What follows belongs to an exercise in optimizing a design on an open flow for small area, a short achievable clock period and few clock cycles; a production flow would make more cautious choices.
The RTL was checked by simulation tests, not by an equivalence proof against the original design.

build 13:
// vendingMachine
module vendingMachine(
   clk,
   reset,
   coinInA,
   coinInB,
   coinInC,
   coinInD,
   itemTypeIn,
   itemNumberIn,
   forceIn,
   coinOutA,
   coinOutB,
   coinOutC,
   coinOutD,
   itemTypeOut,
   itemNumberOut,
   serviceTypeOut
);
Size in the first run: roughly 1600 cells after synthesis, ~63 I/O pins, about 9000 um^2 of cells after synthesis.
==> flow/config.mk <==
export PLATFORM = sky130hd
export DESIGN_NAME = vendingMachine
export DESIGN_NICKNAME = vendingMachine
export VERILOG_FILES = /design/flow/design.v
export SDC_FILE = /design/flow/constraint.sdc
export NUM_CORES = 4
export LEC_CHECK = 0
export ABC_AREA = 1
export CAP_MARGIN = 20
export CORE_MARGIN = 2
export CORE_UTILIZATION = 40
export PLACE_DENSITY = 0.8
export SLEW_MARGIN = 20
==> flow/constraint.sdc <==
create_clock -name core_clock -period 6.0 [get_ports {clk}]
set_input_delay 1.2000 -clock core_clock [delete_from_list [all_inputs] [get_ports {clk}]]
set_output_delay 1.2000 -clock core_clock [all_outputs]
set_load 0.01 [all_outputs]
standard.sh (not shown) runs the stock make flow with config.mk's settings and CLKGATE_MAP_FILE= SYNTH_SCRIPT=/design/flow/synth_recipe.tcl, a recipe that flattens the netlist after the stock synthesis.
==> flow/flow/run.sh <==
#!/bin/bash
# The standard layout, with these changes:
# - synthesis leaves adders to ABC as plain gates instead of mapping them
#   to the full/half-adder cells;
# - each port gets a buf_2 as its buffer.
set -euo pipefail
here=$(pwd)
mkdir -p scripts
for f in "$FLOW_HOME"/scripts/*; do ln -sf "$f" scripts/; done
rm -f scripts/abc_area.script
cp flow/abc_area.script scripts/abc_area.script
bash standard.sh ADDER_MAP_FILE= SCRIPTS_DIR="$here/scripts" "BUFFER_PORTS_ARGS=-buffer_cell sky130_fd_sc_hd__buf_2" finish > flow_make.log 2>&1
==> flow/flow/abc_area.script <==
strash
&get -n
&deepsyn -J 5 -S 1
&put
balance
balance -l
resub -K 6 -l
rewrite -l
resub -K 6 -N 2 -l
refactor -l
resub -K 8 -l
balance -l
resub -K 8 -N 2 -l
rewrite -l
resub -K 10 -l
rewrite -z -l
resub -K 10 -N 2 -l
balance -l
resub -K 12 -l
refactor -z -l
resub -K 12 -N 2 -l
rewrite -z -l
balance -l
dch
map -B 0.9
topo
stime -c
buffer -c
upsize -c
dnsize -c
Testbench counts of build 13, summed over its fixed seeds: cycles 15,992.
#### Input delta (build 7 over build 13)
- removing PLACE_DENSITY (formerly 0.8)
--- a/flow/flow/run.sh
+++ b/flow/flow/run.sh
@@ -4,3 +4,3 @@
 #   to the full/half-adder cells;
-# - each port gets a buf_2 as its buffer.
+# - each port gets a buf_1 as its buffer.
 set -euo pipefail
@@ -11,2 +11,2 @@
 cp flow/abc_area.script scripts/abc_area.script
-bash standard.sh ADDER_MAP_FILE= SCRIPTS_DIR="$here/scripts" "BUFFER_PORTS_ARGS=-buffer_cell sky130_fd_sc_hd__buf_2" finish > flow_make.log 2>&1
+bash standard.sh ADDER_MAP_FILE= SCRIPTS_DIR="$here/scripts" "BUFFER_PORTS_ARGS=-buffer_cell sky130_fd_sc_hd__buf_1" finish > flow_make.log 2>&1
Notes after the runs:
- Of build 13 and build 7, the lower share of cell area taken by multi-input logic gates belongs to build 7.
- Summary of the comparison: final area is higher in build 7, relative to build 13.
- | critical path depth | build 7 vs build 13 | 28% higher |
- NOTE: via density per instance in build 7 falls short of that of build 13
- Of build 13 and build 7, the lower ratio of final minimum period to clock period belongs to build 13.
diff inputs: build 7 => build 56
--- a/flow/flow/run.sh
+++ b/flow/flow/run.sh
@@ -4,3 +4,3 @@
 #   to the full/half-adder cells;
-# - each port gets a buf_1 as its buffer.
+# - each port gets a buf_2 as its buffer.
 set -euo pipefail
@@ -11,2 +11,2 @@
 cp flow/abc_area.script scripts/abc_area.script
-bash standard.sh ADDER_MAP_FILE= SCRIPTS_DIR="$here/scripts" "BUFFER_PORTS_ARGS=-buffer_cell sky130_fd_sc_hd__buf_1" finish > flow_make.log 2>&1
+bash standard.sh ADDER_MAP_FILE= SCRIPTS_DIR="$here/scripts" "BUFFER_PORTS_ARGS=-buffer_cell sky130_fd_sc_hd__buf_2" finish > flow_make.log 2>&1
--- a/flow/flow/abc_area.script
+++ b/flow/flow/abc_area.script
@@ -2,5 +2,4 @@
 &get -n
-&deepsyn -J 5 -S 1
+&deepsyn -T 20
 &put
-balance
 balance -l
Notes after the runs:
- Build 56 reports its launch point of the critical path as s5[4]$_DFFE_PP_ while build 7 reports s5[1]$_DFFE_PP_.
- Summary — critical path depth, build 56 relative to build 7: higher, by 1.
- Going from build 7 to build 56, utilization after layout saw an increase; post-synthesis instance area saw a decrease.
- In build 56, overall die area is lower than in build 7.
- Build 56 vs build 7 — via count climbed by a few percent
- Summary of build 7 and build 56: one run falls short of a clean finish, namely build 56.
Setup changes, build 56 to build 83
--- a/flow/flow/abc_area.script
+++ b/flow/flow/abc_area.script
@@ -2,4 +2,5 @@
 &get -n
-&deepsyn -T 20
+&deepsyn -J 5 -S 1
 &put
+balance
 balance -l
[summary]
- Relative to build 56, iteration count of the initial detailed-routing pass has decreased by 1 in build 83.
- Looking at full die area, build 83 sits about 3% higher than build 56 does.
- Against build 56, build 83 comes in 3.0 points lower on met1 capacity usage during global routing.
- Per the comparison of build 83 with build 56, count of state elements after synthesis about even, summed area of non-filler cells in the final layout fell 12%, die extent in y rose 2.4 um, post-route clock period utilization fell 11 points.
- Build 83 was carried through to the last stage, and its layout satisfied the timing, design-rule and antenna checks.
- Compared with build 56, in build 83 non-clock buffer count went down by 137; via count of the routed design went down by 553.
- Sort build 56 and build 83 by clock buffer count in the final layout asc -> top: build 83
What build 77 does differently from build 83 at the input level:
--- a/flow/flow/abc_area.script
+++ b/flow/flow/abc_area.script
@@ -24,3 +24,3 @@
 dch
-map -B 0.9
+map -B 2
 topo
==> run notes <==
Completing all stages was not enough for build 77: its layout failed the final checks because of negative setup slack.
In the tables for build 83 and build 77, first-pass GRT wire length reads higher with build 83.
Build 83 fits on a die that is larger than the die of build 77.
Of build 83 and build 77, build 77 shows the higher buffer count from post-CTS setup fixing, with build 83 below it.
The sequential share of layout area of build 77 falls short of that of build 83 by 1.1 points.
Sort build 83 and build 77 by final core utilization, descending, and build 77 comes first.
Input changes introduced in build 78 (baseline for comparison: build 77):
--- a/flow/flow/abc_area.script
+++ b/flow/flow/abc_area.script
@@ -24,3 +24,4 @@
 dch
-map -B 2
+map -B 0.9
+map -B 0.9
 topo
[summary]
- After detailed routing, build 77 needs more wire than build 78.
- Build 77 and build 78 ended up with nearly the same die height.
- Total nets after synthesis, build 78 vs build 77: down by a few percent
- Looking at the reports, build 78 completed the entire flow and the layout it produced met the timing, design-rule and antenna checks.
- Between build 78 and build 77, it is build 78 whose final weighted congestion of routability-driven global placement is higher, by 0.42%.
- Critical path depth: lower on build 78
- Build 78 against build 77: first-pass GRT wire length increased 1.6%; non-clock buffer instance count of the final layout decreased by 67 relative to the old numbers.
- Diff build 77 -> build 78: effective utilization at floorplan flat; xor and xnor fraction of the mapped netlist area up 1.2 points.


## job 5301
Starting RTL as in the previous note.
## vendingMachine
module vendingMachine(
   clk,
   reset,
   coinInA,
   coinInB,
   coinInC,
   coinInD,
   itemTypeIn,
   itemNumberIn,
   forceIn,
   coinOutA,
   coinOutB,
   coinOutC,
   coinOutD,
   itemTypeOut,
   itemNumberOut,
   serviceTypeOut
);
clock: 6.0 ns
lec_check: 0
abc_area: 1
cap_margin: 20
core_margin: 2
core_utilization: 40
slew_margin: 20
==> flow/flow/run.sh <==
#!/bin/bash
# The standard layout, with these changes:
# - synthesis leaves adders to ABC as plain gates instead of mapping them
#   to the full/half-adder cells;
# - each port gets a buf_2 as its buffer.
set -euo pipefail
here=$(pwd)
mkdir -p scripts
for f in "$FLOW_HOME"/scripts/*; do ln -sf "$f" scripts/; done
rm -f scripts/abc_area.script
cp flow/abc_area.script scripts/abc_area.script
bash standard.sh ADDER_MAP_FILE= SCRIPTS_DIR="$here/scripts" "BUFFER_PORTS_ARGS=-buffer_cell sky130_fd_sc_hd__buf_2" finish > flow_make.log 2>&1
==> flow/flow/abc_area.script <==
strash
&get -n
&deepsyn -T 60
&put
balance -l
resub -K 6 -l
rewrite -l
resub -K 6 -N 2 -l
refactor -l
resub -K 8 -l
balance -l
resub -K 8 -N 2 -l
rewrite -l
resub -K 10 -l
rewrite -z -l
resub -K 10 -N 2 -l
balance -l
resub -K 12 -l
refactor -z -l
resub -K 12 -N 2 -l
rewrite -z -l
balance -l
dch
map -B 0.9
topo
stime -c
buffer -c
upsize -c
dnsize -c
Job 5301 completed every stage of the flow, and the final layout passed the timing, design-rule and antenna checks.
Testbench counts of job 5301, summed over its fixed seeds: cycles 15,992.
For job 5675, these inputs were changed with respect to job 5301:
--- a/flow/flow/abc_area.script
+++ b/flow/flow/abc_area.script
@@ -2,4 +2,27 @@
 &get -n
-&deepsyn -T 60
+&deepsyn -J 5 -S 1
 &put
+balance
+balance -l
+resub -K 6 -l
+rewrite -l
+resub -K 6 -N 2 -l
+refactor -l
+resub -K 8 -l
+balance -l
+resub -K 8 -N 2 -l
+rewrite -l
+resub -K 10 -l
+rewrite -z -l
+resub -K 10 -N 2 -l
+balance -l
+resub -K 12 -l
+refactor -z -l
+resub -K 12 -N 2 -l
+rewrite -z -l
+balance -l
+&get -n
+&deepsyn -J 5 -S 1
+&put
+balance
 balance -l
==> comparison <==
Sort job 5675 and job 5301 by final worst hold slack desc -> top: job 5301
The lower maximum achievable frequency of job 5675 and job 5301 is in job 5675.
Comparing the two runs side by side, job 5675 comes out behind job 5301 on final cell area excluding filler cells.
Job 5301 reports its timing endpoint of the critical path as coinOutC[4] while job 5675 reports coinOutA[5].
Sequential cell area share (job 5675 over job 5301): decrease, 0.23 points
In the tables for job 5675 and job 5301, synthesized cell count reads higher with job 5301.
NOTE post-placement cell count job 5301->job 5675 decreased by a few percent
Beginning of the critical path = s5[3]: job 5301; beginning of the critical path = s5[0]: job 5675
Summary of job 5675 over job 5301: via count saw a decrease.
Of job 5675 and job 5301, the higher multi-input logic portion of the cell area belongs to job 5675.
Changes in job 3681 relative to job 5675:
- CORE_UTILIZATION changed from 40 to 55
--- a/flow/flow/abc_area.script
+++ b/flow/flow/abc_area.script
@@ -1,6 +1,2 @@
 strash
-&get -n
-&deepsyn -J 5 -S 1
-&put
-balance
 balance -l
@@ -23,6 +19,2 @@
 balance -l
-&get -n
-&deepsyn -J 5 -S 1
-&put
-balance
 balance -l
## What came out
Compared with job 5675, job 3681 shows a higher wire length of the first global-routing pass.
Job 3681 vs. job 5675: worst-case setup margin in the final layout went up by 0.19 ns.
Global routing met3 resource utilization came out higher on job 3681 than on job 5675.
Job 3681 against job 5675: final cell count now sits higher; estimated wirelength of the detail-placed design climbed about 5%; footprint of the multi-input gates up 6.8%.
NOTE: post-synth net total in job 3681 exceeds that of job 5675
Job 3681 vs. job 5675: area added between synthesis and finish decreased 8.1 points, layout clock buffer count increased 2.
For job 5678, these inputs were changed with respect to job 3681:
- swapping 55 for 40 in CORE_UTILIZATION
==> flow/flow/abc_area.script <==
strash
&get -n
&deepsyn -J 5 -S 1
&put
balance
balance -l
resub -K 6 -l
rewrite -l
resub -K 6 -N 2 -l
refactor -l
resub -K 8 -l
balance -l
resub -K 8 -N 2 -l
rewrite -l
resub -K 10 -l
rewrite -z -l
resub -K 10 -N 2 -l
balance -l
resub -K 12 -l
refactor -z -l
resub -K 12 -N 2 -l
rewrite -z -l
balance -l
dch -f
map -B 0.9
topo
stime -c
buffer -c
upsize -c
dnsize -c
Notes after the runs:
Job 5678 ended with every stage complete and zero timing, DRC or antenna violations.
Changes observed in job 5678 relative to job 3681: final net count decreased 9.9%, synthesized area decreased about 8%.
Job 5678 has number of multi-input combinational cells in the layout below what job 3681 had.
For job 3838, these inputs were changed with respect to job 5678:
--- a/flow/flow/abc_area.script
+++ b/flow/flow/abc_area.script
@@ -1,6 +1,2 @@
 strash
-&get -n
-&deepsyn -J 5 -S 1
-&put
-balance
 balance -l
@@ -23,3 +19,21 @@
 balance -l
-dch -f
+balance -l
+resub -K 6 -l
+rewrite -l
+resub -K 6 -N 2 -l
+refactor -l
+resub -K 8 -l
+balance -l
+resub -K 8 -N 2 -l
+rewrite -l
+resub -K 10 -l
+rewrite -z -l
+resub -K 10 -N 2 -l
+balance -l
+resub -K 12 -l
+refactor -z -l
+resub -K 12 -N 2 -l
+rewrite -z -l
+balance -l
+dch
 map -B 0.9
==> run notes <==
- Sequential fraction of the synthesis area was higher in the run labelled job 5678.
- Higher worst hold slack was reported by job 3838, not job 5678.
- Taking job 5678 as the reference, in job 3838 count of non-CTS buffers in the layout dropped 1, design area climbed 8.3%, portion of the clock cycle consumed by the worst path in the final layout dropped 2.1 points, sequential cell area in the final layout barely changed, cell depth of the worst flop-to-flop path climbed about 32%.
- From job 5678 to job 3838 the numbers moved as follows: layout overhead on the synthesized area has remained practically unchanged.


Another version of the RTL of vendingMachine (not shown whole).
For scale: about 1600 cells after synthesis, ~50 flip-flops, ~0.0087 sq mm of cells after synthesis.
==> flow/config.mk <==
export PLATFORM = sky130hd
export DESIGN_NAME = vendingMachine
export DESIGN_NICKNAME = vendingMachine
export VERILOG_FILES = /design/flow/design.v
export SDC_FILE = /design/flow/constraint.sdc
export NUM_CORES = 4
export LEC_CHECK = 0
export ABC_AREA = 1
export CAP_MARGIN = 20
export CORE_MARGIN = 2
export CORE_UTILIZATION = 40
export SLEW_MARGIN = 20
==> flow/constraint.sdc <==
create_clock -name core_clock -period 6.0 [get_ports {clk}]
set_input_delay 1.2000 -clock core_clock [delete_from_list [all_inputs] [get_ports {clk}]]
set_output_delay 1.2000 -clock core_clock [all_outputs]
set_load 0.01 [all_outputs]
==> flow/flow/abc_area.script <==
strash
&get -n
&deepsyn -J 5 -S 1
&put
balance
balance -l
resub -K 6 -l
rewrite -l
resub -K 6 -N 2 -l
refactor -l
resub -K 8 -l
balance -l
resub -K 8 -N 2 -l
rewrite -l
resub -K 10 -l
rewrite -z -l
resub -K 10 -N 2 -l
balance -l
resub -K 12 -l
refactor -z -l
resub -K 12 -N 2 -l
rewrite -z -l
balance -l
dch
map -B 0.9
topo
stime -c
buffer -c
upsize -c
dnsize -c
Scripts as last shown in full above: flow/flow/run.sh
The starting point completed without violations.
Testbench counts at the start, summed over its fixed seeds: cycles 15,992.
==> next run, changes <==
--- a/flow/flow/abc_area.script
+++ b/flow/flow/abc_area.script
@@ -25,0 +26 @@
+map -B 0.9
The changed run completed without violations; die area rises by 2.4%; sequential share of layout area falls by 0.19 points; worst setup slack improved by 0.15 ns; first-iteration DRC count rises by about 27%; cell area rises by about 2%; count of clock-buffer cells in the layout falls by 1; routed wire length rises by about 2.5%.
==> next run, changes <==
--- a/flow/flow/abc_area.script
+++ b/flow/flow/abc_area.script
@@ -24 +24 @@
-dch
+dch -f
The changed run produced a clean layout.
Design area climbs by 0.69%.
Worst setup slack got worse by 0.034 ns.
Global-route usage grows by 0.60 points.
Wire length increases by about 1.3%.
Die area came out higher by 1.9%.
==> next run, changes <==
--- a/flow/flow/abc_area.script
+++ b/flow/flow/abc_area.script
@@ -24,2 +24 @@
-dch -f
-map -B 0.9
+dch
Outcome: Fmax is lower by about 2%; design area went down by 2.6%; first-iteration DRC count came out higher by about 7%; setup slack degrades by 0.12 ns; critical path depth went up by 1.

separate check: timing with driven ports:
The flow's constraints put no driver on any port. The routed layouts listed below were extracted and timed again, unchanged, in two steps.
Step 1 sets driving cells, clkbuf_16 on the clock port and buf_2 on the other inputs (assumed; they add their load-dependent delay and slew).
Step 2 moves the port delays by t, midway between the first and last clock arrival at a register: inputs arrive t later, outputs are due t later. That takes back most of the time a late clock gives input paths.
Slacks: ideal / step 1 / step 2; pairs: ideal / step 1.
run | t (ns) | slack for setup (ns) | worst register clock-pin slew, ns
build 13 | 0.330 | 0.366 / 0.327 / 0.266 | 0.07 / 0.07
build 7 | 0.346 | 0.327 / 0.280 / 0.247 | 0.08 / 0.08
build 56 | 0.350 | -0.246 / -0.292 / 0.058 | 0.08 / 0.08
build 83 | 0.335 | 0.416 / 0.376 / 0.345 | 0.08 / 0.08
build 77 | 0.354 | -0.005 / -0.048 / 0.255 | 0.08 / 0.08
build 78 | 0.351 | 0.387 / 0.339 / 0.186 | 0.08 / 0.08
job 5301 | 0.333 | 0.301 / 0.261 / 0.224 | 0.07 / 0.07
job 5675 | 0.331 | 0.138 / 0.096 / 0.270 | 0.07 / 0.07
job 3681 | 0.336 | 0.332 / 0.288 / 0.468 | 0.07 / 0.07
job 5678 | 0.350 | 0.279 / 0.236 / 0.458 | 0.08 / 0.08
job 3838 | 0.340 | 0.408 / 0.364 / 0.361 | 0.08 / 0.08
the first run of note 3 | 0.346 | 0.380 / 0.339 / 0.269 | 0.08 / 0.08
the second run of note 3 | 0.353 | 0.531 / 0.487 / 0.534 | 0.09 / 0.09
the third run of note 3 | 0.355 | 0.497 / 0.452 / 0.504 | 0.09 / 0.09
the fourth run of note 3 | 0.346 | 0.380 / 0.339 / 0.269 | 0.08 / 0.08
The setup slack of build 78, which loses most, moves by -0.048 ns with the drivers and by -0.201 ns with both steps.
